From an optimization exercise on the open Yosys and OpenROAD flow, aimed at small area; shortcuts taken in it are not production practice. Function was checked by simulation only, so behaviour that the tests miss may differ from the original.

--- flow/run.sh ---
#!/bin/bash
# synth_recipe.tcl (not shown) runs the flow's synth.tcl, then flattens the netlist and writes it again
# the make line also repeats each setting of config.mk as NAME=value (left out here)
make -C /OpenROAD-flow-scripts/flow DESIGN_CONFIG=/design/flow/config.mk WORK_HOME=/design/flow/orfs CLKGATE_MAP_FILE= SYNTH_SCRIPT=/design/flow/synth_recipe.tcl finish
--- flow/config.mk ---
export PLATFORM = sky130hd
export DESIGN_NAME = TopModule
export DESIGN_NICKNAME = TopModule
export VERILOG_FILES = /design/flow/design.v
export SDC_FILE = /design/flow/constraint.sdc
export NUM_CORES = 4
export LEC_CHECK = 0
export CAP_MARGIN = 20
export CORE_MARGIN = 2
export CORE_UTILIZATION = 40
export SLEW_MARGIN = 20
--- flow/constraint.sdc ---
create_clock -name core_clock -period 10.0 [get_ports {clk}]
set_input_delay 2.0000 -clock core_clock [delete_from_list [all_inputs] [get_ports {clk}]]
set_output_delay 2.0000 -clock core_clock [all_outputs]
set_load 0.01 [all_outputs]
--- flow/design.v ---
module TopModule(scanline_horizontal,scanline_vertical,player_input,clk,rst,player_win,cpu_win,st,board1,board2,board3,board4,board5,board6,board7,board8,board9,cpu_en,cpu_select,turns,is_full,mode,mo1,mo0);
output [15:0]scanline_horizontal;
output [15:0]scanline_vertical;
output [1:0]board1,board2,board3,board4,board5,board6,board7,board8,board9;
output cpu_en;
output [8:0]cpu_select;
output player_win;
output cpu_win;
output [3:0]st;
output is_full;
output [3:0]turns;
output mo1,mo0;
input [8:0]player_input;
input clk,rst,mode;
localparam [3:0] C1 = 4'b0000;
localparam [3:0] C2 = 4'b0001;
localparam [3:0] C3 = 4'b0010;
localparam [3:0] C4 = 4'b0100;
localparam [3:0] C5 = 4'b0101;
localparam [3:0] C6 = 4'b0110;
localparam [3:0] C7 = 4'b1000;
localparam [3:0] C8 = 4'b1001;
localparam [3:0] C9 = 4'b1010;
localparam [3:0] CN = 4'b1111;
function [3:0] code; input [3:0] k;  
  case (k) 4'd0: code = C1; 4'd1: code = C2; 4'd2: code = C3; 4'd3: code = C4; 4'd4: code = C5; 4'd5: code = C6; 4'd6: code = C7; 4'd7: code = C8; 4'd8: code = C9; default: code = CN; endcase
endfunction
reg [8:0] O, X;           
reg [3:0] turns;
reg pd;                   
wire [8:0] F = ~(O | X);   
assign board1 = {X[0],O[0]};
assign board2 = {X[1],O[1]};
assign board3 = {X[2],O[2]};
assign board4 = {X[3],O[3]};
assign board5 = {X[4],O[4]};
assign board6 = {X[5],O[5]};
assign board7 = {X[6],O[6]};
assign board8 = {X[7],O[7]};
assign board9 = {X[8],O[8]};
reg [1:0] nxt, cur, S;    
wire pe = (S == 2'b01);
assign cpu_en = (S == 2'b10);
assign st = {S == 2'b11, cpu_en, pe, S == 2'b00};
wire [8:0] pr = player_input & F;
wire [8:0] pp;
assign pp[1] = pr[1];
assign pp[0] = pr[0] & ~pr[1];
genvar gi;
generate for (gi = 2; gi < 9; gi = gi + 1) begin : pprio
  assign pp[gi] = pr[gi] & ~(|pr[gi-1:0]);
end endgenerate
wire pm = pe & (|pr);
reg [3:0] oi;
reg [8:0] oa;
always @(*) begin
  oa = 9'd0;
  case (oi)
    C1: oa[0] = 1'b1; C2: oa[1] = 1'b1; C3: oa[2] = 1'b1;
    C4: oa[3] = 1'b1; C5: oa[4] = 1'b1; C6: oa[5] = 1'b1;
    C7: oa[6] = 1'b1; C8: oa[7] = 1'b1; C9: oa[8] = 1'b1;
    default: ;
  endcase
end
assign cpu_select = cpu_en ? oa : 9'd0;
wire [8:0] cmv = cpu_select & F;
wire cm = |cmv;
always @(posedge clk or posedge rst)
  if (rst) begin
    O <= 9'd0; X <= 9'd0; turns <= 4'd0; pd <= 1'b0;
  end else begin
    if (pe) O <= O | pp;
    X <= X | cmv;
    if (pm) turns <= turns + 4'd1;
    if (pm) pd <= 1'b1;
    else if (cm) pd <= 1'b0;
  end
wire o1=O[0],o2=O[1],o3=O[2],o4=O[3],o5=O[4],o6=O[5],o7=O[6],o8=O[7],o9=O[8];
wire x1=X[0],x2=X[1],x3=X[2],x4=X[3],x5=X[4],x6=X[5],x7=X[6],x8=X[7],x9=X[8];
wire f1=F[0],f2=F[1],f3=F[2],f4=F[3],f5=F[4],f6=F[5],f7=F[6],f8=F[7],f9=F[8];
wire xl = (x1&x2&x3)|(x4&x5&x6)|(x7&x8&x9)|(x1&x4&x7)|(x2&x5&x8)|(x3&x6&x9)|(x1&x5&x9)|(x3&x5&x7);
wire ol = (o1&o2&o3)|(o4&o5&o6)|(o7&o8&o9)|(o1&o4&o7)|(o2&o5&o8)|(o3&o6&o9)|(o1&o5&o9)|(o3&o5&o7);
assign cpu_win = xl;
assign player_win = ol & ~xl;
assign is_full = ~(|F);
wire E = xl | ol | is_full;
always @(posedge clk or posedge rst)
  if (rst) begin
    nxt <= 2'b01; cur <= 2'b00; S <= 2'b00;
  end else begin
    nxt <= {E | pd, E | ~pd};
    cur <= nxt;
    S <= cur;
  end
wire V = |cur;            
reg [5:0] L;
reg fo;
wire lx = &L;
wire tick = lx & ~fo;
always @(posedge clk or posedge rst)
  if (rst) begin
    L <= 6'b110110; fo <= 1'b0;
  end else begin
    L <= {L[4:0], L[5]^L[4]};
    if (lx) fo <= ~fo;
  end
reg [1:0] r;              
wire [8:0] W, B;
assign W[0] = f1 & ((x2&x3)|(x4&x7)|(x5&x9));
assign W[1] = f2 & ((x1&x3)|(x5&x8));
assign W[2] = f3 & ((x1&x2)|(x6&x9)|(x5&x7));
assign W[3] = f4 & ((x1&x7)|(x5&x6));
assign W[4] = f5 & ((x1&x9)|(x2&x8)|(x3&x7)|(x4&x6));
assign W[5] = f6 & ((x4&x5)|(x3&x9));
assign W[6] = f7 & ((x3&x5)|(x1&x4)|(x8&x9));
assign W[7] = f8 & ((x2&x5)|(x7&x9));
assign W[8] = 1'b0;
assign B[0] = f1 & ((o2&o3)|(o4&o7)|(o5&o9));
assign B[1] = f2 & ((o1&o3)|(o5&o8));
assign B[2] = f3 & ((o1&o2)|(o6&o9)|(o5&o7));
assign B[3] = f4 & ((o1&o7)|(o5&o6));
assign B[4] = 1'b0;
assign B[5] = f6 & ((o4&o5)|(o3&o9));
assign B[6] = f7 & ((o3&o5)|(o1&o4)|(o8&o9));
assign B[7] = f8 & ((o2&o5)|(o7&o9));
assign B[8] = f9 & ((o7&o8)|(o3&o6)|(o1&o5));
reg [3:0] wi, bi, si, ri, fi;
always @(*) begin
  if (W[0]) wi = C1; else if (W[1]) wi = C2; else if (W[2]) wi = C3; else if (W[3]) wi = C4;
  else if (W[5]) wi = C6; else if (W[6]) wi = C7; else if (W[7]) wi = C8; else wi = C5;
  if (B[0]) bi = C1; else if (B[1]) bi = C2; else if (B[2]) bi = C3; else if (B[3]) bi = C4;
  else if (B[5]) bi = C6; else if (B[6]) bi = C7; else if (B[7]) bi = C8; else bi = C9;
end
wire aW = |W, aB = |B;
wire [8:0] SP;
assign SP[0] = (x3&o5&o7) | (x5&o2&o4) | (x5&o2&o9) | (x5&o9&o4);
assign SP[1] = (x5&o1&o9) | (x5&o3&o7) | (x5&o4&o6);
assign SP[2] = (x1&o5&o9) | (x5&o2&o6) | (x5&o7&o6) | (x5&o2&o7);
assign SP[3] = 1'b0;
assign SP[4] = 1'b0;
assign SP[5] = (x5&o2&o8);
assign SP[6] = (x9&o1&o5) | (x5&o8&o4) | (x5&o3&o4) | (x5&o3&o8);
assign SP[7] = 1'b0;
assign SP[8] = (x7&o3&o5) | (x5&o8&o6) | (x5&o1&o8) | (x5&o1&o6);
wire aSP = |SP;
always @(*) begin
  si = 4'd0;
  if (SP[0]) si = si | C1;
  if (SP[1]) si = si | C2;
  if (SP[2]) si = si | C3;
  if (SP[5]) si = si | C6;
  if (SP[6]) si = si | C7;
  if (SP[8]) si = si | C9;
end
function [3:0] ffo;
  input [8:0] f;
  input [35:0] ord;   
  integer i;
  begin
    ffo = CN;
    for (i = 0; i <= 8; i = i + 1)
      if (f[ord[4*i +: 4]]) ffo = code(ord[4*i +: 4]);
  end
endfunction
always @(*) begin
  case (r)
    2'd1: ri = ffo(F, {4'd4,4'd2,4'd6,4'd0,4'd8,4'd3,4'd5,4'd1,4'd7});
    2'd2: ri = ffo(F, {4'd4,4'd6,4'd0,4'd8,4'd2,4'd1,4'd7,4'd3,4'd5});
    2'd3: ri = ffo(F, {4'd4,4'd8,4'd2,4'd6,4'd0,4'd1,4'd3,4'd5,4'd7});
    default: ri = ffo(F, {4'd4,4'd0,4'd2,4'd8,4'd6,4'd3,4'd5,4'd1,4'd7});
  endcase
  fi = ffo(F, {4'd0,4'd1,4'd2,4'd3,4'd4,4'd5,4'd6,4'd7,4'd8});
end
wire t1 = (turns == 4'd1);
wire t2 = (turns == 4'd2);
reg [3:0] nv;
reg hold;
always @(*) begin
  hold = 1'b0;
  if (!cpu_en) nv = CN;
  else if (t1) nv = o5 ? C9 : C5;
  else if (mode ? aW : aB) nv = mode ? wi : bi;
  else if (mode ? aB : aW) nv = mode ? bi : wi;
  else if (t2) begin nv = si; hold = ~aSP; end
  else nv = mode ? ri : fi;
end
always @(posedge clk or posedge rst)
  if (rst) begin
    oi <= CN; r <= 2'd1;
  end else if (tick) begin
    r <= r + 2'd1;
    if (!hold) oi <= nv;
  end
reg [1:0] hi, lo;
reg [1:0] hin, lon;
always @(*)
  if (hi == 2'd3) begin hin = lo; lon = 2'd0; end
  else if (lo == 2'd3) begin hin = 2'd3; lon = hi + 2'd1; end
  else begin hin = hi; lon = lo + 2'd1; end
always @(posedge clk or posedge rst)
  if (rst) begin
    hi <= 2'd3; lo <= 2'd3;
  end else begin
    hi <= hin; lo <= lon;
  end
wire [3:0] hd = {hi==2'd3, hi==2'd2, hi==2'd1, hi==2'd0};
wire [3:0] ld = {lo==2'd3, lo==2'd2, lo==2'd1, lo==2'd0};
wire [3:0] hv = V ? hd : 4'd0;
assign scanline_vertical = {hv[3]&ld[3], hv[2]&ld[3], hv[2]&ld[2], hv[2]&ld[1], hv[2]&ld[0],
                            hv[3]&ld[2], hv[1]&ld[3], hv[1]&ld[2], hv[1]&ld[1], hv[1]&ld[0],
                            hv[3]&ld[1], hv[0]&ld[3], hv[0]&ld[2], hv[0]&ld[1], hv[0]&ld[0],
                            hv[3]&ld[0]};
wire [3:0] hdn = {hin==2'd3, hin==2'd2, hin==2'd1, hin==2'd0};
reg [2:0] mg, mx;
always @(posedge clk or posedge rst)
  if (rst) begin
    mg <= 3'd0; mx <= 3'd0;
  end else begin
    mg[0] <= hdn[3] | (hdn[0]&o1) | (hdn[1]&o2) | (hdn[2]&o3);
    mg[1] <= hdn[3] | (hdn[0]&o4) | (hdn[1]&o5) | (hdn[2]&o6);
    mg[2] <= hdn[3] | (hdn[0]&o7) | (hdn[1]&o8) | (hdn[2]&o9);
    mx[0] <= (hdn[0]&x1) | (hdn[1]&x2) | (hdn[2]&x3);
    mx[1] <= (hdn[0]&x4) | (hdn[1]&x5) | (hdn[2]&x6);
    mx[2] <= (hdn[0]&x7) | (hdn[1]&x8) | (hdn[2]&x9);
  end
wire [3:0] h0 = {4{mg[0]}} | ({4{mx[0]}} & ld);
wire [3:0] h1 = {4{mg[1]}} | ({4{mx[1]}} & ld);
wire [3:0] h2 = {4{mg[2]}} | ({4{mx[2]}} & ld);
assign scanline_horizontal = {V, h2, V, h1, V, h0, V};
assign mo1 = mode;
assign mo0 = ~mode;
endmodule
==> results of run 1 <==
==> routing by layer <==
layer / wire length, um / vias up
li1: - / 1786
met1: 5413 / 1828
met2: 5384 / 192
met3: 943 / 34
met4: 456 / 0
met5: 0 / -
==> sequential cells by signal (all words and copies together), names as in the netlist <==
signal	flops
cur	2
mg	3
oi	4
S	2
pd	1
nxt	2
O	9
turns	4
X	9
hi	2
r	2
mx	3
fo	1
lo	2
L	6
==> metrics by stage <==
| stage | hold slack [ns] | utilization |
|---|---|---|
| CTS | 0.3575 | 0.5040 |
| finish | 0.3590 | 0.5042 |
| detailed placement | 0.3509 | 0.4916 |
| floorplan | 0.3312 | - |
| global route | 0.3741 | 0.5042 |
| global placement | 0.3411 | 0.4916 |
==> placed cells by master, fill, tap and decap left out, types with 9 or more instances in the layout <==
| master | instances |
|---|---|
| nand3_1 | 9 |
| inv_1 | 23 |
| nor2_1 | 62 |
| nand2_1 | 36 |
| a21oi_1 | 26 |
| dfstp_2 | 14 |
| dfrtp_1 | 38 |
| clkdlybuf4s50_1 | 84 |
| o21ai_0 | 15 |
| o22ai_1 | 11 |
| a21o_1 | 11 |
| nor3_1 | 17 |
| a22oi_1 | 9 |
==> worst reg2reg max path, cell delays in order (launching register included) <==
cell	delay, ns
dfrtp_1	0.68
a222oi_1	0.50
o22ai_1	0.18
or3_4	0.44
or2_0	0.31
o31a_1	0.43
mux2i_1	0.18
o21ai_1	0.08
==> layout make-up <==
cell class / count / area share
inverters: 25 / 0.02032
well taps: 129 / 0.03448
flip-flops and latches: 52 / 0.2817
clock buffers: 5 / 0.01470
repair buffers: 90 / 0.1893
clock inverters: 3 / 0.009890
multi-input cells: 341 / 0.4496
==> how the worst max path moves through the flow <==
stage               cells after the start  slack [ns]   to  from
detailed placement                      3        4.65  mo0  mode
global route                            3        4.58  mo0  mode
CTS                                     3        4.65  mo0  mode
global placement                        3        4.68  mo0  mode
floorplan                               1        5.83  mo0  mode
finish                                  3        4.64  mo0  mode
==> logic make-up (layout without fill, tap and decap cells) <==
kind of cell | after synthesis | count (layout) | share of synthesized area
buf+inv | 81 | 123 | 0.1094
xor+xnor | 4 | 4 | 0.009114
simple gates | 171 | 171 | 0.2116
fa+ha+maj | 11 | 11 | 0.03386
compound gates | 148 | 148 | 0.2747
mux | 7 | 7 | 0.01823
flops | 52 | 52 | 0.3431
==> key figures, run 1 <==
Placed design
  • IO Port Bufs: 84
  • Inst Count DP: 637
  • Gpl congestion: 0.9765
  • Setup WS pre-CTS: between 4 and 5 ns
  • Hpwl dp: a little under 9000 um
  • Post-DP Area: about 4600 um^2

Timing
  • Fin. max-slew vios: 0
  • Hold Violations, Final: 0
  • PnR worst setup slack: 4.640 ns
  • Max-Slew Margin vs Limit: 0.4023
  • Unrepaired setup endpoints after global routing: no
  • Tmin final: roughly 5.4 ns
  • Final-report setup violation count: 0
  • F_max: 186.6 MHz
  • Final Cycle Share: 0.5360
  • Setup TNS: 0 ns
  • Worst-margin pin slew: 0.8955 ns
  • Worst Skew: 0.01504 ns

Critical path
  • WP buf/inv: 3
  • Cell count of the worst reg-to-reg path: 7
  • Worst setup EP type: output pin
  • Worst path max stage delay: 0.56 ns
  • Kind of critical path: in -> out
  • CP delay by family, top: buffers and inverters
  • WP data required: 8.00 ns
  • Crit path max-delay cell type: clkdlybuf4s50_1
  • Crit Path Max Fanout: 9
  • Crit path top cell by count: clkdlybuf4s50_1
  • R2R Path End: oi[1]
  • Reg2reg setup slack: 7.15 ns
  • CP Data Arrival Time: 3.36 ns
  • CP cell instances: clkdlybuf4s50_1 -> clkinv_1 -> clkdlybuf4s50_1
  • CP Launch Type: primary input
  • R2R Path Start: O[4]

Synth
  • Synth area leader: dfrtp_1
  • Share of the synthesized area in the top cell type: 0.2474
  • Synth Area per Inst: a little over 8 um^2
  • Synth Instances: 474
  • Top FF cell, synth: dfrtp_1
  • Yosys warns: 1
  • Most frequent cells after synthesis: nor2_1 (62), dfrtp_1 (38), nand2_1 (36)
  • Number of flops mapped to enable cells by yosys: 0
  • Mapped cell area: between 3000 and 4000 um^2
  • Most frequent cell after synthesis: nor2_1
  • Ys async rst share: 1.000
  • Distinct cell type count after synthesis: slightly above 60
  • Yosys reg bits: 52
  • Register area share after synthesis: 0.3431
  • Ranking of synthesized cells by area: dfrtp_1 (25%), dfstp_2 (9.6%), nor2_1 (6.1%)

Worst hold path
  • Min-Delay Endpoint: L[5]
  • Hold crit path type: reg -> reg
  • Hold path depth: 0
  • Min-Delay Startpoint: L[4]

Floorplan
  • Starting Density: 0.4140
  • CORE AREA: 9284 um^2
  • Die area: between 10000 and 15000 um^2
  • I/O pin cnt: 85
  • # rows: 35
  • Die width: 102.0 um
  • Die Ht: 102.0 um

Detailed routing
  • Initial DRC Count: 435
  • WL final: 12200 um
  • Post-DRT Antenna Nets: 0
  • Via count: 3840
  • Vias per Instance: 5.953
  • First-pass DRT Iterations: 6
  • Post-route DRC: 0
  • Routed len/inst: 18.91 um

Global routing
  • Vias in the first global route: roughly 3700
  • Gr ovfl total: 0
  • First-pass GRT wire length: ~19000 um
  • Initial antenna violation count: 0
  • Met3 GRT Util: 0.04172
  • Largest net degree at the start of global routing: 53
  • Met1 Use GR: 0.3390
  • GRT Resource Usage Total: 0.2380
  • GRT Max-Usage Layer: met2
  • Grt met2 use: 0.3548

Final layout
  • Fillers: a little over 900
  • Fin area: approximately 4700 um^2
  • Final nets: 535
  • Share of post-route cells with drive strength above 1: 0.08721
  • Area Growth Syn to Fin: 21.78%
  • Multi-input gate area: 2105 um^2
  • Ant. Diodes: 0
  • Post-Layout Cell Count: 645
  • Register area: about 1300 um^2

Clock network
  • CTS buffer count: 5
  • CTS clock-pin slew for the worst setup and hold paths: between 0.1 and 0.15 ns
  • Post-CTS setup buffers: 0
  • Clk Latency, worst-skew pair: between 0.3 and 0.4 ns
  • Post-CTS Hold Buffers: 0
  • H-tree depth: 2
  • CTS tree: yes
  • Gates resized, CTS repair: 0
  • Clock Path Buffers: 2
  • CTS Sinks: 52
  • Clock root cell: clkbuf_8

Run
  • Maxcap violations: 0

Status
  • Run status: complete, no violations
==> run 2: changes to the inputs <==
==> flow/flow/run.sh (new file) <==
#!/bin/bash
# Own layout flow: the standard flow (standard.sh) with three changes:
#  - synthesis is the standard flow's synthesis script with only the ABC mapping script replaced (flow/own.abc,
#    area-oriented mapping); the Yosys front end, register mapping, flattening and renaming are unchanged,
#  - ports are buffered with sky130_fd_sc_hd__buf_1 instead of the default buffer cell,
#  - clock tree synthesis without dummy loads.
set -euo pipefail
W=$(pwd)
F=$W/flow
# synthesis: ORFS synth.tcl with the abc call pointed at flow/own.abc
sed 's|log_cmd abc {\*}\$abc_args|log_cmd abc -script '"$F"'/own.abc {*}[lrange $abc_args 2 end]|' \
  "$FLOW_HOME/scripts/synth.tcl" > "$W/own_synth_body.tcl"
grep -q "own.abc" "$W/own_synth_body.tcl"
sed 's|source \$::env(SCRIPTS_DIR)/synth.tcl|source '"$W"'/own_synth_body.tcl|' "$W/synth_recipe.tcl" > "$W/own_synth.tcl"
grep -q "own_synth_body" "$W/own_synth.tcl"
sed 's|SYNTH_SCRIPT=[^ ]*|SYNTH_SCRIPT='"$W"'/own_synth.tcl|' "$W/standard.sh" > "$W/own_standard.sh"
grep -q "own_synth.tcl" "$W/own_standard.sh"
export BUFFER_PORTS_ARGS="-buffer_cell sky130_fd_sc_hd__buf_1"
if [[ -f $F/cts_args ]]; then export CTS_ARGS="$(cat $F/cts_args)"; fi
bash "$W/own_standard.sh" finish > "$W/flow.log" 2>&1
==> flow/flow/cts_args (new file) <==
-sink_clustering_enable -repair_clock_nets -dont_use_dummy_load
==> flow/flow/own.abc (new file) <==
strash
&get -n
&deepsyn -I 4 -J 50
&put
dch -f
map -a
topo
==> flow/standard.sh (new file) <==
#!/bin/bash
# synth_recipe.tcl (not shown) runs the flow's synth.tcl, then flattens the netlist and writes it again
# the make line also repeats each setting of config.mk as NAME=value (left out here)
make -C /OpenROAD-flow-scripts/flow DESIGN_CONFIG=/design/flow/config.mk WORK_HOME=/design/flow/orfs CLKGATE_MAP_FILE= SYNTH_SCRIPT=/design/flow/synth_recipe.tcl "${@:-finish}"
removed: flow/run.sh
==> key figures, run 2 <==
Final layout
  • Register area: 1319 um^2 (unchanged)
  • Finished Core Util: 0.4471 (was 0.5042)
  • Area Growth Syn to Fin: 9.679% (was 21.78%)
  • Fillers: 918 (was 919)
  • Most frequent cells in the layout: nand2_1 (88), buf_1 (84), nor2_1 (78) (was clkdlybuf4s50_1 (84), nor2_1 (62), dfrtp_1 (38))
  • Multi-input gate area: 1710 um^2 (was 2105 um^2)
  • Ant. Diodes: 0 (unchanged)
  • Share of post-route cells with drive strength above 1: 0.04301 (was 0.08721)
  • Final nets: 580 (was 535)
  • Most common cell after layout, fill and taps aside: nand2_1 (was clkdlybuf4s50_1)
  • Largest regs: O x9, X x9, L x6 (unchanged)

Critical path
  • Worst setup EP type: output pin (unchanged)
  • CP Data Arrival Time: 2.48 ns (was 3.36 ns)
  • WP data required: 8.00 ns (about the same)
  • Kind of critical path: in -> out (unchanged)
  • CP Launch Type: primary input (unchanged)
  • Crit Path Max Fanout: 7 (was 9)

Synth
  • Yosys warns: 1 (unchanged)
  • Synth area leader: dfrtp_1 (unchanged)
  • Ranking of synthesized cells by area: dfrtp_1 (27%), dfstp_2 (11%), nand2_1 (9.4%) (was dfrtp_1 (25%), dfstp_2 (9.6%), nor2_1 (6.1%))
  • Distinct cell type count after synthesis: 32 (was 62)
  • Most frequent cell after synthesis: nand2_1 (was nor2_1)
  • Number of flops mapped to enable cells by yosys: 0 (unchanged)
  • Top FF cell, synth: dfrtp_1 (unchanged)
  • Share of the synthesized area in the top cell type: 0.2714 (was 0.2474)
  • Synth Instances: 494 (was 474)
  • Ys async rst share: 1.000 (unchanged)
  • Synth Area per Inst: 7.092 um^2 (was 8.109 um^2)
  • Yosys reg bits: 52 (unchanged)
  • Most frequent cells after synthesis: nand2_1 (88), clkinv_1 (78), nor2_1 (78) (was nor2_1 (62), dfrtp_1 (38), nand2_1 (36))
  • Register area share after synthesis: 0.3764 (was 0.3431)
  • Mapped cell area: 3503 um^2 (was 3844 um^2)

Floorplan
  • Starting Density: 0.4077 (was 0.4140)
  • I/O pin cnt: 85 (unchanged)
  • Die width: 97.59 um (was 102.0 um)
  • Die area: 9523 um^2 (was 10410 um^2)
  • Die Ht: 97.59 um (was 102.0 um)
  • # rows: 34 (was 35)
  • CORE AREA: 8593 um^2 (was 9284 um^2)

Global routing
  • First-pass GRT wire length: 18010 um (was 19270 um)
  • Initial antenna violation count: 0 (unchanged)
  • Largest net degree at the start of global routing: 53 (unchanged)
  • Vias in the first global route: 3498 (was 3660)
  • GRT Resource Usage Total: 0.2324 (was 0.2380)
  • Gr ovfl total: 0 (unchanged)

Detailed routing
  • Post-route DRC: 0 (unchanged)
  • WL met2: 4992 um (was 5384 um)
  • M1 wire length: 4869 um (was 5413 um)
  • Via count: 3735 (was 3840)
  • WL final: 11050 um (was 12200 um)
  • Met3 WL post-DR: 939 um (was 943 um)
  • Post-DRT Antenna Nets: 0 (unchanged)
  • Vias per Instance: 5.608 (was 5.953)
  • First-pass DRT Iterations: 5 (was 6)
  • Top sig layer: met4 (unchanged)
  • Routed len/inst: 16.59 um (was 18.91 um)
  • Initial DRC Count: 358 (was 435)

Status
  • Run status: complete, no violations (unchanged)

Timing
  • Worst-margin pin slew: 0.8607 ns (was 0.8955 ns)
  • Final-report setup violation count: 0 (unchanged)
  • Worst Skew: 0.01521 ns (was 0.01504 ns)
  • Hold Violations, Final: 0 (unchanged)
  • Setup TNS: 0 ns (unchanged)
  • Tmin final: 4.479 ns (was 5.360 ns)
  • Unrepaired setup endpoints after global routing: no (unchanged)
  • Max-Slew Margin vs Limit: 0.4255 (was 0.4023)
  • Fin. max-slew vios: 0 (unchanged)
  • Final Cycle Share: 0.4479 (was 0.5360)
  • F_max: 223.3 MHz (was 186.6 MHz)

Worst hold path
  • Hold crit path type: reg -> reg (unchanged)

Clock network
  • Clock root cell: clkbuf_8 (unchanged)
  • CTS clock-pin slew for the worst setup and hold paths: 0.09 ns (was 0.11 ns)
  • CTS tree: yes (unchanged)
  • Gates resized, CTS repair: 0 (unchanged)
  • CTS buffer count: 5 (unchanged)
  • Post-CTS Hold Buffers: 0 (unchanged)
  • H-tree depth: 2 (unchanged)
  • Clk Latency, worst-skew pair: 0.30 ns (was 0.32 ns)
  • Post-CTS setup buffers: 0 (unchanged)
  • Clock Path Buffers: 2 (unchanged)
  • CTS Sinks: 52 (unchanged)

Run
  • Maxcap violations: 0 (unchanged)

Placed design
  • IO Port Bufs: 84 (unchanged)
  • Gpl congestion: 0.9875 (was 0.9765)
  • Hpwl dp: 8819 um (was 8889 um)
[run 2: changes by cell type after synthesis, moves of 11 or more]
| cell | before | now |
|---|---|---|
| inv_1 | 24 | 0 |
| nor2_1 | 62 | 78 |
| nand2_1 | 36 | 88 |
| o21ai_0 | 15 | 38 |
| a21o_1 | 11 | 0 |
| clkinv_1 | 1 | 78 |
| clkbuf_1 | 19 | 0 |
[run 2: logic make-up after synthesis]
| family | after synthesis | share of synthesized area |
|---|---|---|
| buffers and inverters | 103 | 0.1371 |
| flip-flops | 52 | 0.3764 |
| AND/OR/NAND/NOR | 207 | 0.2400 |
| XOR/XNOR | 4 | 0.009999 |
| AO/OA/AOI/OAI | 120 | 0.2079 |
| adder cells (fa/ha/maj) | 8 | 0.02857 |
[run 2: cell type report]
| cell class | instances | area share |
|---|---|---|
| multi-input cells | 339 | 0.4451 |
| flip-flops and latches | 52 | 0.3432 |
| repair buffers | 84 | 0.08206 |
| inverters | 78 | 0.07652 |
| well taps | 108 | 0.03517 |
| clock buffers | 5 | 0.01791 |
[run 2: per-layer routing]
metal | track usage | up-vias
met5 | 0 | -
met4 | 0.06410 | 0
met3 | 0.04101 | 27
met2 | 0.3724 | 204
met1 | 0.3240 | 1725
li1 | - | 1779
[run 2: critical path, cell delays in order]
cell and delay (ns):
buf_1 0.25, clkinv_1 0.10, buf_1 0.13
[run 2: worst paths after layout]
| path | from | endpoint | slack, ns | depth (start not counted) |
|---|---|---|---|---|
| hold / removal | nxt[1] | cur[1] | 0.36 | 0 |
| min in group asynchronous | rst | L[3] | 1.82 | 2 |
| setup / recovery | mode | mo0 | 5.52 | 3 |
| max in group asynchronous | rst | O[0] | 7.66 | 2 |
| setup reg to reg | X[2] | oi[2] | 6.14 | 18 |
| hold reg to reg | nxt[1] | cur[1] | 0.36 | 0 |
[run 2: stage by stage]
stage / worst slack (ns) / hold slack [ns] / area, um^2 / instances
floorplan: 5.881 / 0.3312 / 3503 / 494
global placement: 5.545 / 0.3361 / 3766 / 661
detailed placement: 5.519 / 0.3482 / 3766 / 661
CTS: 5.517 / 0.3711 / 3835 / 666
global route: 5.447 / 0.3726 / 3842 / 666
finish: 5.521 / 0.3633 / 3842 / 666
==> run 3: changes to the inputs <==
--- a/flow/design.v
+++ b/flow/design.v
@@ -27,7 +27,7 @@
 endfunction
 reg [8:0] O, X;           
-reg [3:0] turns;
 reg pd;                   
 wire [8:0] F = ~(O | X);   
+assign turns = O[0]+O[1]+O[2]+O[3]+O[4]+O[5]+O[6]+O[7]+O[8];
 assign board1 = {X[0],O[0]};
 assign board2 = {X[1],O[1]};
@@ -68,9 +68,8 @@
 always @(posedge clk or posedge rst)
   if (rst) begin
-    O <= 9'd0; X <= 9'd0; turns <= 4'd0; pd <= 1'b0;
+    O <= 9'd0; X <= 9'd0; pd <= 1'b0;
   end else begin
     if (pe) O <= O | pp;
     X <= X | cmv;
-    if (pm) turns <= turns + 4'd1;
     if (pm) pd <= 1'b1;
     else if (cm) pd <= 1'b0;
@@ -96,14 +95,14 @@
 reg [5:0] L;
 reg fo;
-wire lx = &L;
+wire lx = (L == 6'b110011);
 wire tick = lx & ~fo;
 always @(posedge clk or posedge rst)
   if (rst) begin
-    L <= 6'b110110; fo <= 1'b0;
-  end else begin
-    L <= {L[4:0], L[5]^L[4]};
+    L <= 6'b000000; fo <= 1'b0;
+  end else begin
+    L <= {L[4:0], ~(L[5]^L[4])};
     if (lx) fo <= ~fo;
   end
-reg [1:0] r;              
+reg [1:0] q;              
 wire [8:0] W, B;
 assign W[0] = f1 & ((x2&x3)|(x4&x7)|(x5&x9));
@@ -164,8 +163,8 @@
 endfunction
 always @(*) begin
-  case (r)
-    2'd1: ri = ffo(F, {4'd4,4'd2,4'd6,4'd0,4'd8,4'd3,4'd5,4'd1,4'd7});
-    2'd2: ri = ffo(F, {4'd4,4'd6,4'd0,4'd8,4'd2,4'd1,4'd7,4'd3,4'd5});
-    2'd3: ri = ffo(F, {4'd4,4'd8,4'd2,4'd6,4'd0,4'd1,4'd3,4'd5,4'd7});
+  case (q)
+    2'd0: ri = ffo(F, {4'd4,4'd2,4'd6,4'd0,4'd8,4'd3,4'd5,4'd1,4'd7});
+    2'd1: ri = ffo(F, {4'd4,4'd6,4'd0,4'd8,4'd2,4'd1,4'd7,4'd3,4'd5});
+    2'd2: ri = ffo(F, {4'd4,4'd8,4'd2,4'd6,4'd0,4'd1,4'd3,4'd5,4'd7});
     default: ri = ffo(F, {4'd4,4'd0,4'd2,4'd8,4'd6,4'd3,4'd5,4'd1,4'd7});
   endcase
@@ -187,10 +186,11 @@
 always @(posedge clk or posedge rst)
   if (rst) begin
-    oi <= CN; r <= 2'd1;
+    oi <= CN; q <= 2'd0;
   end else if (tick) begin
-    r <= r + 2'd1;
+    q <= q + 2'd1;
     if (!hold) oi <= nv;
   end
-reg [1:0] hi, lo;
+reg [1:0] hib, lob;        
+wire [1:0] hi = ~hib, lo = ~lob;
 reg [1:0] hin, lon;
 always @(*)
@@ -200,7 +200,7 @@
 always @(posedge clk or posedge rst)
   if (rst) begin
-    hi <= 2'd3; lo <= 2'd3;
-  end else begin
-    hi <= hin; lo <= lon;
+    hib <= 2'd0; lob <= 2'd0;
+  end else begin
+    hib <= ~hin; lob <= ~lon;
   end
 wire [3:0] hd = {hi==2'd3, hi==2'd2, hi==2'd1, hi==2'd0};
==> flow/flow/own.abc (replaced) <==
strash
&get -n
&deepsyn -I 4 -J 50
&dch -f
&nf -R 1000 -p -F 8 -A 4 -a
&put
topo
--- a/flow/config.mk
+++ b/flow/config.mk
@@ -9,3 +9,4 @@
 export CORE_MARGIN = 2
 export CORE_UTILIZATION = 40
+export GPL_TIMING_DRIVEN = 0
 export SLEW_MARGIN = 20
==> key figures, run 3 <==
Status
  • Run status: complete, no violations (unchanged)

Global routing
  • Vias in the first global route: 3454 (was 3498)
  • Grt met2 use: 0.3857 (was 0.3724)
  • GRT Max-Usage Layer: met2 (unchanged)
  • Initial antenna violation count: 0 (unchanged)
  • First-pass GRT wire length: 18200 um (was 18010 um)
  • Met1 Use GR: 0.3242 (was 0.3240)
  • Met3 GRT Util: 0.03669 (was 0.04101)
  • Gr ovfl total: 0 (unchanged)
  • Largest net degree at the start of global routing: 30 (was 53)
  • GRT Resource Usage Total: 0.2395 (was 0.2324)

Timing
  • Hold Violations, Final: 0 (unchanged)
  • Max-Slew Margin vs Limit: 0.3434 (was 0.4255)
  • Fin. max-slew vios: 0 (unchanged)
  • Final-report setup violation count: 0 (unchanged)
  • Final Cycle Share: 0.6190 (was 0.4479)
  • Worst-margin pin slew: 0.9813 ns (was 0.8607 ns)
  • Setup TNS: 0 ns (unchanged)
  • Unrepaired setup endpoints after global routing: no (unchanged)
  • Tmin final: 6.190 ns (was 4.479 ns)
  • Worst Skew: 0.01990 ns (was 0.01521 ns)
  • F_max: 161.6 MHz (was 223.3 MHz)

Final layout
  • Ant. Diodes: 0 (unchanged)
  • Most frequent cells in the layout: buf_1 (84), nor2_1 (61), nand2_1 (60) (was nand2_1 (88), buf_1 (84), nor2_1 (78))
  • Finished Core Util: 0.4820 (was 0.4471)
  • Fillers: 897 (was 918)
  • Share of post-route cells with drive strength above 1: 0.07048 (was 0.04301)
  • Final nets: 552 (was 580)
  • Most common cell after layout, fill and taps aside: buf_1 (was nand2_1)
  • Largest regs: O x9, X x9, L x6 (unchanged)
  • Post-Layout Cell Count: 630 (was 666)
  • Area Growth Syn to Fin: 15.50% (was 9.679%)

Clock network
  • Gates resized, CTS repair: 0 (unchanged)
  • Post-CTS Hold Buffers: 0 (unchanged)
  • CTS tree: yes (unchanged)
  • CTS clock-pin slew for the worst setup and hold paths: 0.10 ns (was 0.09 ns)
  • CTS Sinks: 48 (was 52)
  • CTS buffer count: 5 (unchanged)
  • Clock Path Buffers: 2 (unchanged)
  • Clock root cell: clkbuf_8 (unchanged)
  • Clk Latency, worst-skew pair: 0.31 ns (was 0.30 ns)
  • Post-CTS setup buffers: 0 (unchanged)
  • H-tree depth: 2 (unchanged)

Floorplan
  • Die width: 97.05 um (was 97.59 um)
  • I/O pin cnt: 85 (unchanged)
  • Starting Density: 0.4173 (was 0.4077)
  • # rows: 33 (was 34)
  • CORE AREA: 8299 um^2 (was 8593 um^2)
  • Die area: 9419 um^2 (was 9523 um^2)
  • Die Ht: 97.05 um (was 97.59 um)

Synth
  • Number of flops mapped to enable cells by yosys: 0 (unchanged)
  • Ranking of synthesized cells by area: dfrtp_1 (31%), nor2_1 (6.6%), nand2_1 (6.5%) (was dfrtp_1 (27%), dfstp_2 (11%), nand2_1 (9.4%))
  • Share of the synthesized area in the top cell type: 0.3107 (was 0.2714)
  • Most frequent cells after synthesis: nor2_1 (61), nand2_1 (60), dfrtp_1 (43) (was nand2_1 (88), clkinv_1 (78), nor2_1 (78))
  • Yosys warns: 1 (unchanged)
  • Distinct cell type count after synthesis: 52 (was 32)
  • Synth Area per Inst: 7.962 um^2 (was 7.092 um^2)
  • Most frequent cell after synthesis: nor2_1 (was nand2_1)
  • Synth Instances: 435 (was 494)
  • Register area share after synthesis: 0.3486 (was 0.3764)
  • Mapped cell area: 3463 um^2 (was 3503 um^2)
  • Synth area leader: dfrtp_1 (unchanged)
  • Yosys reg bits: 48 (was 52)
  • Ys async rst share: 1.000 (unchanged)
  • Top FF cell, synth: dfrtp_1 (unchanged)

Detailed routing
  • Post-route DRC: 0 (unchanged)
  • Post-DRT Antenna Nets: 0 (unchanged)
  • WL final: 11480 um (was 11050 um)
  • First-pass DRT Iterations: 5 (unchanged)
  • Initial DRC Count: 445 (was 358)
  • Vias per Instance: 5.837 (was 5.608)
  • Routed len/inst: 18.23 um (was 16.59 um)
  • Via count: 3677 (was 3735)

Critical path
  • WP data required: 8.00 ns (about the same)
  • CP Launch Type: register (was primary input)
  • Kind of critical path: reg -> out (was in -> out)
  • CP Data Arrival Time: 4.19 ns (was 2.48 ns)
  • Crit Path Max Fanout: 14 (was 7)
  • Worst setup EP type: output pin (unchanged)

Placed design
  • Inst Count DP: 625 (was 661)
  • Hpwl dp: 8423 um (was 8819 um)
  • IO Port Bufs: 84 (unchanged)
  • Gpl congestion: 0.9100 (was 0.9875)

Worst hold path
  • Hold crit path type: reg -> reg (unchanged)

Run
  • Maxcap violations: 0 (unchanged)
[run 3: stage by stage]
stage	worst slack (ns)	hold WS, ns	instance area, um^2
floorplan	4.654	0.3312	3463
global placement	4.193	0.3336	3910
detailed placement	4.201	0.3410	3931
CTS	3.832	0.3646	4000
global route	3.596	0.3745	4000
finish	3.810	0.3618	4000
[run 3: critical path, stage by stage (launching register included)]
cell      delay, ns
dfrtp_1        0.72
clkinv_1       0.34
fa_1           0.59
fa_1           0.43
fa_1           0.51
clkinv_1       0.08
fa_1           0.42
fa_1           0.45
xor2_1         0.18
buf_1          0.17
[run 3: logic make-up after synthesis]
group | share of synthesized area
AOI/OAI and AO/OA | 0.2298
xor gates and xnor gates | 0.005059
adders and majority gates | 0.05781
buffers and inverters | 0.08129
DFF | 0.3486
and+or+nand+nor | 0.2775
[run 3: metal layers]
metal  share of wire  routed length [um]
met1            0.43                4938
met2            0.47                5417
met3           0.063                 722
met4           0.035                 405
met5               0                   0
[run 3: area by class of cell]
class / instances / area [um^2] / share of cell area
Clock buffer: 5 / 68.82 / 0.01720
Sequential cell: 48 / 1207 / 0.3018
Tap cell: 105 / 131.4 / 0.03284
Timing Repair Buffer: 85 / 335.3 / 0.08383
Inverter: 25 / 95.09 / 0.02377
Buffer: 25 / 187.7 / 0.04692
Multi-Input combinational cell: 337 / 1974 / 0.4936
[run 3: final timing paths]
kind                            endpoint  cells after the start  startpoint  slack (ns)
worst max-delay path            turns[2]                      9        O[1]        3.81
worst min-delay path              cur[1]                      0      nxt[1]        0.36
worst max register to register     oi[0]                     17        O[1]        4.13
worst min register to register    cur[1]                      0      nxt[1]        0.36
max in group asynchronous          oi[3]                      3         rst        7.78
min in group asynchronous           L[0]                      2         rst        1.64
==> run 4: changes to the inputs <==
==> flow/flow/run.sh (replaced) <==
#!/bin/bash
# Own layout flow: the standard flow (standard.sh) with these changes:
#  - synthesis is the standard flow's synthesis script (synth_recipe.tcl and ORFS synth.tcl) with the ABC script
#    replaced by flow/own.abc (deeper, area-oriented) and without ORFS's full-adder extraction, so
#    ABC maps all combinational logic; the Yosys front end, register mapping, flattening and
#    renaming are unchanged,
#  - ports are buffered with sky130_fd_sc_hd__buf_1,
#  - clock tree synthesis without dummy loads (flow/cts_args).
set -euo pipefail
W=$(pwd)
F=$W/flow
awk -v abc="$F/own.abc" '
  /^# Technology mapping of adders/ { skip = 1; found++ }
  /^# Technology mapping of latches/ { skip = 0 }
  skip { next }
  /log_cmd abc \{\*\}\$abc_args/ { sub(/log_cmd abc \{\*\}\$abc_args/, "log_cmd abc -script " abc " {*}[lrange $abc_args 2 end]"); found++ }
  { print }
  END { if (found != 2) exit 1 }
' "$FLOW_HOME/scripts/synth.tcl" > "$W/own_synth_body.tcl"
sed 's|source \$::env(SCRIPTS_DIR)/synth.tcl|source '"$W"'/own_synth_body.tcl|' "$W/synth_recipe.tcl" > "$W/own_synth.tcl"
grep -q "own_synth_body" "$W/own_synth.tcl"
sed 's|SYNTH_SCRIPT=[^ ]*|SYNTH_SCRIPT='"$W"'/own_synth.tcl|' "$W/standard.sh" > "$W/own_standard.sh"
grep -q "own_synth.tcl" "$W/own_standard.sh"
export BUFFER_PORTS_ARGS="-buffer_cell sky130_fd_sc_hd__buf_1"
export REMOVE_ABC_BUFFERS=1
export CTS_ARGS="$(cat "$F/cts_args")"
bash "$W/own_standard.sh" finish > "$W/flow.log" 2>&1
==> key figures, run 4 <==
Critical path
  • Kind of critical path: reg -> out (unchanged)
  • CP Launch Type: register (unchanged)
  • Crit path top cell by count: xor2_1 (was fa_1)
  • Worst path max stage delay: 0.78 ns (was 0.72 ns)
  • Crit Path Max Fanout: 20 (was 14)
  • Crit path max-delay cell type: dfrtp_1 (unchanged)
  • Cell count of the worst reg-to-reg path: 15 (was 17)
  • Worst setup EP type: output pin (unchanged)
  • WP data required: 8.00 ns (about the same)
  • CP cell instances: xor2_1 -> xor2_1 -> nand3_1 -> o21ai_0 -> maj3_1 -> nand2b_1 -> xnor2_1 -> buf_1 (was clkinv_1 -> fa_1 -> fa_1 -> fa_1 -> clkinv_1 -> fa_1 -> fa_1 -> xor2_1 -> buf_1)
  • CP Data Arrival Time: 2.57 ns (was 4.19 ns)

Global routing
  • Initial antenna violation count: 0 (unchanged)
  • Gr ovfl total: 0 (unchanged)
  • Largest net degree at the start of global routing: 35 (was 30)
  • Vias in the first global route: 3027 (was 3454)
  • First-pass GRT wire length: 15550 um (was 18200 um)
  • GRT Resource Usage Total: 0.2229 (was 0.2395)

Synth
  • Synth area leader: dfrtp_1 (unchanged)
  • Synth Area per Inst: 7.930 um^2 (was 7.962 um^2)
  • Most frequent cells after synthesis: nand2_1 (65), nor2_1 (58), dfrtp_1 (43) (was nor2_1 (61), nand2_1 (60), dfrtp_1 (43))
  • Yosys warns: 1 (unchanged)
  • Most frequent cell after synthesis: nand2_1 (was nor2_1)
  • Number of flops mapped to enable cells by yosys: 0 (unchanged)
  • Register area share after synthesis: 0.3651 (was 0.3486)
  • Ranking of synthesized cells by area: dfrtp_1 (33%), nand2_1 (7.4%), nor2_1 (6.6%) (was dfrtp_1 (31%), nor2_1 (6.6%), nand2_1 (6.5%))
  • Mapped cell area: 3307 um^2 (was 3463 um^2)
  • Distinct cell type count after synthesis: 45 (was 52)
  • Ys async rst share: 1.000 (unchanged)
  • Synth Instances: 417 (was 435)
  • Share of the synthesized area in the top cell type: 0.3254 (was 0.3107)
  • Top FF cell, synth: dfrtp_1 (unchanged)
  • Yosys reg bits: 48 (unchanged)

Placed design
  • Setup WS pre-CTS: 5.459 ns (was 4.201 ns)
  • IO Port Bufs: 84 (unchanged)
  • Hpwl dp: 7572 um (was 8423 um)
  • Gpl congestion: 0.9690 (was 0.9100)
  • Inst Count DP: 582 (was 625)
  • Post-DP Area: 3587 um^2 (was 3931 um^2)

Final layout
  • Share of post-route cells with drive strength above 1: 0.02490 (was 0.07048)
  • Fin area: 3656 um^2 (was 4000 um^2)
  • Largest regs: O x9, X x9, L x6 (unchanged)
  • Most common cell after layout, fill and taps aside: buf_1 (unchanged)
  • Post-Layout Cell Count: 587 (was 630)
  • Ant. Diodes: 0 (unchanged)
  • Final nets: 496 (was 552)
  • Most frequent cells in the layout: buf_1 (84), nand2_1 (65), nor2_1 (58) (was buf_1 (84), nor2_1 (61), nand2_1 (60))
  • Fillers: 822 (was 897)
  • Area Growth Syn to Fin: 10.56% (was 15.50%)

Floorplan
  • CORE AREA: 8134 um^2 (was 8299 um^2)
  • Die Ht: 94.93 um (was 97.05 um)
  • Starting Density: 0.4066 (was 0.4173)
  • Die area: 9011 um^2 (was 9419 um^2)
  • # rows: 33 (unchanged)
  • Die width: 94.93 um (was 97.05 um)
  • I/O pin cnt: 85 (unchanged)

Detailed routing
  • Vias per Instance: 5.865 (was 5.837)
  • Post-route DRC: 0 (unchanged)
  • Routed len/inst: 17.29 um (was 18.23 um)
  • Via count: 3443 (was 3677)
  • WL final: 10150 um (was 11480 um)
  • Initial DRC Count: 300 (was 445)
  • Post-DRT Antenna Nets: 0 (unchanged)
  • First-pass DRT Iterations: 5 (unchanged)

Run
  • Maxcap violations: 0 (unchanged)

Timing
  • Worst-margin pin slew: 0.9174 ns (was 0.9813 ns)
  • Fin. max-slew vios: 0 (unchanged)
  • Tmin final: 4.572 ns (was 6.190 ns)
  • Final-report setup violation count: 0 (unchanged)
  • Worst Skew: 0.02409 ns (was 0.01990 ns)
  • Final Cycle Share: 0.4572 (was 0.6190)
  • Unrepaired setup endpoints after global routing: no (unchanged)
  • Hold Violations, Final: 0 (unchanged)
  • F_max: 218.7 MHz (was 161.6 MHz)
  • PnR worst setup slack: 5.428 ns (was 3.810 ns)
  • Max-Slew Margin vs Limit: 0.3861 (was 0.3434)
  • Setup TNS: 0 ns (unchanged)

Worst hold path
  • Hold path depth: 0 (unchanged)
  • Hold crit path type: reg -> reg (unchanged)

Clock network
  • Post-CTS Hold Buffers: 0 (unchanged)
  • Gates resized, CTS repair: 0 (unchanged)
  • CTS tree: yes (unchanged)
  • Post-CTS setup buffers: 0 (unchanged)
  • H-tree depth: 2 (unchanged)
  • Clock root cell: clkbuf_8 (unchanged)
  • Clock Path Buffers: 2 (unchanged)
  • CTS Sinks: 48 (unchanged)
  • CTS clock-pin slew for the worst setup and hold paths: 0.10 ns (about the same)
  • Clk Latency, worst-skew pair: 0.31 ns (about the same)
  • CTS buffer count: 5 (unchanged)

Status
  • Run status: complete, no violations (unchanged)
==> run 4: cell count changes after synthesis, sizes merged, moves of 4 or more <==
cell,delta
o211ai,+4
nand2,+5
nor3,+4
o21ai,-9
a22o,+4
clkinv,-19
fa,-5
ha,-8
a31o,+4
xor2,+5
o22ai,-4
==> run 4: cell type report <==
cell class / count / area, um^2 / share of cell area
clock buffers: 5 / 68.82 / 0.01882
flip-flops and latches: 48 / 1207 / 0.3303
well taps: 105 / 131.4 / 0.03593
repair buffers: 85 / 335.3 / 0.09172
inverters: 6 / 23.77 / 0.006502
multi-input cells: 338 / 1889 / 0.5168
==> run 4: worst max-delay path: cells and delay by family (launching register included) <==
family / cells / cell delay (ns)
AND/OR/NAND/NOR: 2 / 0.18
AO/OA/AOI/OAI: 1 / 0.12
flip-flops: 1 / 0.78
adder cells (fa/ha/maj): 1 / 0.27
buffers and inverters: 1 / 0.18
XOR/XNOR: 3 / 0.75
==> run 4: cells by family after synthesis <==
| kind of cell | after synthesis | synth area share |
|---|---|---|
| buffers and inverters | 31 | 0.06356 |
| AOI/OAI and AO/OA | 115 | 0.2444 |
| xor gates and xnor gates | 9 | 0.02384 |
| and+or+nand+nor | 212 | 0.2970 |
| DFF | 48 | 0.3651 |
| adders and majority gates | 2 | 0.006054 |
==> run 4: stage by stage <==
stage | util | hold slack, ns
3_5_place_dp | 0.4410 | 0.3356
5_1_grt | 0.4495 | 0.3682
2_1_floorplan | - | 0.3312
6_report | 0.4495 | 0.3560
4_1_cts | 0.4495 | 0.3598
3_3_place_gp | 0.4384 | 0.3314
==> run 4: layer usage <==
metal	global-route usage	share of wire	vias to the layer above
met5	0	0	-
met2	0.3528	0.46	143
li1	-	-	1638
met3	0.03272	0.071	13
met4	0.04831	0.015	0
met1	0.3235	0.46	1649
==> run 4: final timing paths <==
path                                  to  startpoint  slack (ns)
worst max register to register     oi[3]        O[3]        6.18
worst max-delay path            turns[1]        O[4]        5.43
worst min-delay path              cur[1]      nxt[1]        0.36
min in group asynchronous           L[1]         rst        1.59
worst min register to register    cur[1]      nxt[1]        0.36
max in group asynchronous         nxt[0]         rst        7.90
==> run 5: changes to the inputs <==
--- a/flow/design.v
+++ b/flow/design.v
@@ -29,5 +29,5 @@
 reg pd;                   
 wire [8:0] F = ~(O | X);   
-assign turns = O[0]+O[1]+O[2]+O[3]+O[4]+O[5]+O[6]+O[7]+O[8];
+reg [3:0] turns;
 assign board1 = {X[0],O[0]};
 assign board2 = {X[1],O[1]};
@@ -68,8 +68,9 @@
 always @(posedge clk or posedge rst)
   if (rst) begin
-    O <= 9'd0; X <= 9'd0; pd <= 1'b0;
+    O <= 9'd0; X <= 9'd0; pd <= 1'b0; turns <= 4'd0;
   end else begin
     if (pe) O <= O | pp;
     X <= X | cmv;
+    if (pm) turns <= turns + 4'd1;
     if (pm) pd <= 1'b1;
     else if (cm) pd <= 1'b0;
@@ -133,13 +134,17 @@
 wire aW = |W, aB = |B;
 wire [8:0] SP;
-assign SP[0] = (x3&o5&o7) | (x5&o2&o4) | (x5&o2&o9) | (x5&o9&o4);
-assign SP[1] = (x5&o1&o9) | (x5&o3&o7) | (x5&o4&o6);
-assign SP[2] = (x1&o5&o9) | (x5&o2&o6) | (x5&o7&o6) | (x5&o2&o7);
+wire t1m = (o2&o4)|(o2&o9)|(o4&o9);
+wire t3m = (o2&o6)|(o2&o7)|(o6&o7);
+wire t7m = (o3&o4)|(o3&o8)|(o4&o8);
+wire t9m = (o1&o6)|(o1&o8)|(o6&o8);
+assign SP[0] = (x3&o5&o7) | (x5&t1m);
+assign SP[1] = x5&((o1&o9)|(o3&o7)|(o4&o6));
+assign SP[2] = (x1&o5&o9) | (x5&t3m);
 assign SP[3] = 1'b0;
 assign SP[4] = 1'b0;
 assign SP[5] = (x5&o2&o8);
-assign SP[6] = (x9&o1&o5) | (x5&o8&o4) | (x5&o3&o4) | (x5&o3&o8);
+assign SP[6] = (x9&o1&o5) | (x5&t7m);
 assign SP[7] = 1'b0;
-assign SP[8] = (x7&o3&o5) | (x5&o8&o6) | (x5&o1&o8) | (x5&o1&o6);
+assign SP[8] = (x7&o3&o5) | (x5&t9m);
 wire aSP = |SP;
 always @(*) begin
@@ -212,16 +217,17 @@
                             hv[3]&ld[0]};
 wire [3:0] hdn = {hin==2'd3, hin==2'd2, hin==2'd1, hin==2'd0};
-reg [2:0] mg, mx;
-always @(posedge clk or posedge rst)
-  if (rst) begin
-    mg <= 3'd0; mx <= 3'd0;
-  end else begin
-    mg[0] <= hdn[3] | (hdn[0]&o1) | (hdn[1]&o2) | (hdn[2]&o3);
-    mg[1] <= hdn[3] | (hdn[0]&o4) | (hdn[1]&o5) | (hdn[2]&o6);
-    mg[2] <= hdn[3] | (hdn[0]&o7) | (hdn[1]&o8) | (hdn[2]&o9);
-    mx[0] <= (hdn[0]&x1) | (hdn[1]&x2) | (hdn[2]&x3);
-    mx[1] <= (hdn[0]&x4) | (hdn[1]&x5) | (hdn[2]&x6);
-    mx[2] <= (hdn[0]&x7) | (hdn[1]&x8) | (hdn[2]&x9);
-  end
+reg [2:0] mgb, mxb;        
+always @(posedge clk or posedge rst)
+  if (rst) begin
+    mgb <= 3'b111; mxb <= 3'b111;
+  end else begin
+    mgb[0] <= ~(hdn[3] | (hdn[0]&o1) | (hdn[1]&o2) | (hdn[2]&o3));
+    mgb[1] <= ~(hdn[3] | (hdn[0]&o4) | (hdn[1]&o5) | (hdn[2]&o6));
+    mgb[2] <= ~(hdn[3] | (hdn[0]&o7) | (hdn[1]&o8) | (hdn[2]&o9));
+    mxb[0] <= ~((hdn[0]&x1) | (hdn[1]&x2) | (hdn[2]&x3));
+    mxb[1] <= ~((hdn[0]&x4) | (hdn[1]&x5) | (hdn[2]&x6));
+    mxb[2] <= ~((hdn[0]&x7) | (hdn[1]&x8) | (hdn[2]&x9));
+  end
+wire [2:0] mg = ~mgb, mx = ~mxb;
 wire [3:0] h0 = {4{mg[0]}} | ({4{mx[0]}} & ld);
 wire [3:0] h1 = {4{mg[1]}} | ({4{mx[1]}} & ld);
==> flow/flow/own.abc (replaced) <==
strash
&get -n
&deepsyn -I 6 -J 80
&dch -f
&nf -R 1000 -p -F 8 -A 4 -a
&put
topo
==> key figures, run 5 <==
Status
  • Run status: complete, no violations (unchanged)

Detailed routing
  • Initial DRC Count: 321 (was 300)
  • First-pass DRT Iterations: 5 (unchanged)
  • WL final: 9719 um (was 10150 um)
  • Vias per Instance: 5.818 (was 5.865)
  • Via count: 3316 (was 3443)
  • Post-route DRC: 0 (unchanged)
  • Post-DRT Antenna Nets: 0 (unchanged)
  • Routed len/inst: 17.05 um (was 17.29 um)

Synth
  • Ranking of synthesized cells by area: dfrtp_1 (31%), dfstp_2 (8.8%), nor2_1 (7.1%) (was dfrtp_1 (33%), nand2_1 (7.4%), nor2_1 (6.6%))
  • Fraction of synthesized cell area in xor and xnor cells: 0.01599 (was 0.02384)
  • Simple-gate share of the synthesized area: 0.2711 (was 0.2970)
  • Most frequent cell after synthesis: nor2_1 (was nand2_1)
  • Compound-Gate Fraction of Synth Area: 0.2464 (was 0.2444)
  • Yosys warns: 1 (unchanged)
  • Register area share after synthesis: 0.4002 (was 0.3651)
  • Ys async rst share: 1.000 (unchanged)
  • Post-Synth Adder-Cell Area: 0 (was 0.006054)
  • Distinct cell type count after synthesis: 46 (was 45)
  • Share of the synthesized area in the top cell type: 0.3123 (was 0.3254)
  • Post-synthesis mux area share: 0 (unchanged)
  • Most frequent cells after synthesis: nor2_1 (62), dfrtp_1 (41), nand2_1 (41) (was nand2_1 (65), nor2_1 (58), dfrtp_1 (43))
  • Number of flops mapped to enable cells by yosys: 0 (unchanged)
  • Synth Instances: 400 (was 417)
  • Top FF cell, synth: dfrtp_1 (unchanged)
  • Mapped cell area: 3286 um^2 (was 3307 um^2)
  • Largest family of logic cells by synthesized area: simple AND/OR/NAND/NOR gates (unchanged)
  • Synth area leader: dfrtp_1 (unchanged)
  • Yosys reg bits: 52 (was 48)
  • Synth Area per Inst: 8.214 um^2 (was 7.930 um^2)

Worst hold path
  • Hold crit path type: reg -> reg (unchanged)

Clock network
  • Post-CTS Hold Buffers: 0 (unchanged)
  • Gates resized, CTS repair: 0 (unchanged)
  • CTS buffer count: 5 (unchanged)
  • CTS clock-pin slew for the worst setup and hold paths: 0.09 ns (was 0.10 ns)
  • CTS Sinks: 52 (was 48)
  • Clk Latency, worst-skew pair: 0.31 ns (about the same)
  • CTS tree: yes (unchanged)
  • Post-CTS setup buffers: 0 (unchanged)
  • Clock root cell: clkbuf_8 (unchanged)
  • Clock Path Buffers: 2 (unchanged)
  • H-tree depth: 2 (unchanged)

Timing
  • Hold slack: 0.3549 ns (was 0.3560 ns)
  • Worst-margin pin slew: 0.9310 ns (was 0.9174 ns)
  • Setup TNS: 0 ns (unchanged)
  • Worst Skew: 0.01540 ns (was 0.02409 ns)
  • Tmin final: 4.559 ns (was 4.572 ns)
  • F_max: 219.3 MHz (was 218.7 MHz)
  • Fin. max-slew vios: 0 (unchanged)
  • Hold Violations, Final: 0 (unchanged)
  • Unrepaired setup endpoints after global routing: no (unchanged)
  • Max-Slew Margin vs Limit: 0.3706 (was 0.3861)
  • Final-report setup violation count: 0 (unchanged)
  • Final Cycle Share: 0.4559 (was 0.4572)

Global routing
  • Vias in the first global route: 3003 (was 3027)
  • Largest net degree at the start of global routing: 30 (was 35)
  • GRT Resource Usage Total: 0.2269 (was 0.2229)
  • First-pass GRT wire length: 15660 um (was 15550 um)
  • Initial antenna violation count: 0 (unchanged)
  • Gr ovfl total: 0 (unchanged)

Floorplan
  • I/O pin cnt: 85 (unchanged)
  • Die Ht: 94.63 um (was 94.93 um)
  • # rows: 33 (unchanged)
  • Starting Density: 0.4060 (was 0.4066)
  • Die area: 8955 um^2 (was 9011 um^2)
  • CORE AREA: 8093 um^2 (was 8134 um^2)
  • Die width: 94.63 um (was 94.93 um)

Critical path
  • Worst setup EP type: output pin (unchanged)
  • Crit Path Max Fanout: 7 (was 20)
  • Worst path max stage delay: 0.25 ns (was 0.78 ns)
  • Kind of critical path: in -> out (was reg -> out)
  • Crit path top cell by count: buf_1 (was xor2_1)
  • CP Data Arrival Time: 2.56 ns (was 2.57 ns)
  • CP delay by family, top: buffers and inverters (was flip-flops)
  • WP buf/inv: 3 (was 1)
  • CP cell instances: buf_1 -> clkinv_1 -> buf_1 (was xor2_1 -> xor2_1 -> nand3_1 -> o21ai_0 -> maj3_1 -> nand2b_1 -> xnor2_1 -> buf_1)
  • WP data required: 8.00 ns (about the same)
  • CP Launch Type: primary input (was register)
  • Crit path max-delay cell type: buf_1 (was dfrtp_1)

Placed design
  • IO Port Bufs: 84 (unchanged)
  • Hpwl dp: 7040 um (was 7572 um)
  • Gpl congestion: 0.9011 (was 0.9690)
  • Inst Count DP: 565 (was 582)

Final layout
  • Fillers: 842 (was 822)
  • Most common cell after layout, fill and taps aside: buf_1 (unchanged)
  • Largest regs: O x9, X x9, L x6 (unchanged)
  • Post-Layout Cell Count: 570 (was 587)
  • Ant. Diodes: 0 (unchanged)
  • Final nets: 479 (was 496)
  • Area Growth Syn to Fin: 10.62% (was 10.56%)
  • Share of post-route cells with drive strength above 1: 0.03871 (was 0.02490)
  • Finished Core Util: 0.4491 (was 0.4495)
  • Most frequent cells in the layout: buf_1 (84), nor2_1 (62), dfrtp_1 (41), nand2_1 (41) (was buf_1 (84), nand2_1 (65), nor2_1 (58))

Run
  • Maxcap violations: 0 (unchanged)
==> run 5: changes by cell type in the layout (fill, tap and decap cells not counted), moves of 4 or more <==
cell and delta:
nor2b_1 -4, nand2_1 -24, nor2_1 +4, o21ai_0 +15, xor2_1 -4, nand3_1 +7, a221o_1 +4, a21o_1 -9
dfstp_2 +6
==> run 5: final cells by class <==
cell class	instances	area, um^2	share of cell area
Clock buffer	5	68.82	0.01893
Timing Repair Buffer	85	335.3	0.09225
Inverter	8	31.28	0.008606
Multi-Input combinational cell	315	1753	0.4823
Sequential cell	52	1315	0.3618
Tap cell	105	131.4	0.03614
==> run 5: worst reg2reg max path, stage by stage, from the launching register on <==
cell      delay [ns]
dfrtp_1         0.56
nor2_1          0.72
and3_1          0.28
o21bai_1        0.11
a311oi_1        0.28
nor2b_1         0.23
nand2_1         0.14
nor2_1          0.23
a21boi_0        0.28
nand2_1         0.14
a21oi_1         0.06
o21ai_0         0.13
o21a_1          0.14
==> run 5: kinds of logic (layout without fill, tap and decap cells) <==
group / Yosys count / count (layout)
and+or+nand+nor: 188 / 188
xor gates and xnor gates: 6 / 6
AOI/OAI and AO/OA: 121 / 121
DFF: 52 / 52
buffers and inverters: 33 / 98
==> run 5: per-stage QoR <==
step	area, um^2	setup WS (ns)
6_report	3635	5.441
4_1_cts	3635	5.434
2_1_floorplan	3098	5.913
5_1_grt	3635	5.386
3_5_place_dp	3566	5.440
3_3_place_gp	3545	5.449
==> run 5: worst paths after layout <==
kind / slack, ns / from / end / depth (start not counted)
setup reg to reg: 6.65 / O[3] / oi[1] / 12
max in group asynchronous: 7.80 / rst / nxt[0] / 3
setup / recovery: 5.44 / mode / mo0 / 3
min in group asynchronous: 1.64 / rst / lob[0] / 2
hold / removal: 0.35 / nxt[1] / cur[1] / 0
hold reg to reg: 0.35 / nxt[1] / cur[1] / 0
==> run 5: layer usage <==
metal  part of all wire  global-route usage  vias to the layer above
li1                   -                   -                     1572
met1               0.44              0.2970                     1577
met2               0.47              0.3729                      147
met3              0.063             0.03192                       20
met4              0.026              0.1014                        0
met5                  0                   0                        -

-- what the ideal ports hide --
The flow's constraints put no driver on any port. The routed layouts listed below were extracted and timed again, unchanged, in two steps.
Step 1, drivers: a clkbuf_16 drives clk and a buf_2 each remaining input, both assumed.
Step 2 times the ports against the registers' clock, not the clock port: input delays grow and output delays shrink by t, the midpoint of the rising clock arrivals with the driver on.
Three values: no drivers, after step 1, after step 2; two values: the first two.
run | t (ns) | setup slack, ns | latest minus earliest clock arrival (ns) | pins driven straight from the clock port
run 1 | 0.349 | 4.640 / 4.615 / 4.615 | 0.015 / 0.016 | 1
run 2 | 0.326 | 5.521 / 5.499 / 5.499 | 0.015 / 0.015 | 1
run 3 | 0.331 | 3.810 / 3.778 / 4.109 | 0.020 / 0.020 | 1
run 4 | 0.325 | 5.428 / 5.398 / 5.430 | 0.024 / 0.024 | 1
run 5 | 0.336 | 5.441 / 5.420 / 5.420 | 0.015 / 0.015 | 1
After both steps every run listed still meets setup and hold. For run 1, which loses most, drivers alone change the setup slack by -0.025 ns; drivers and shift together by -0.025 ns.
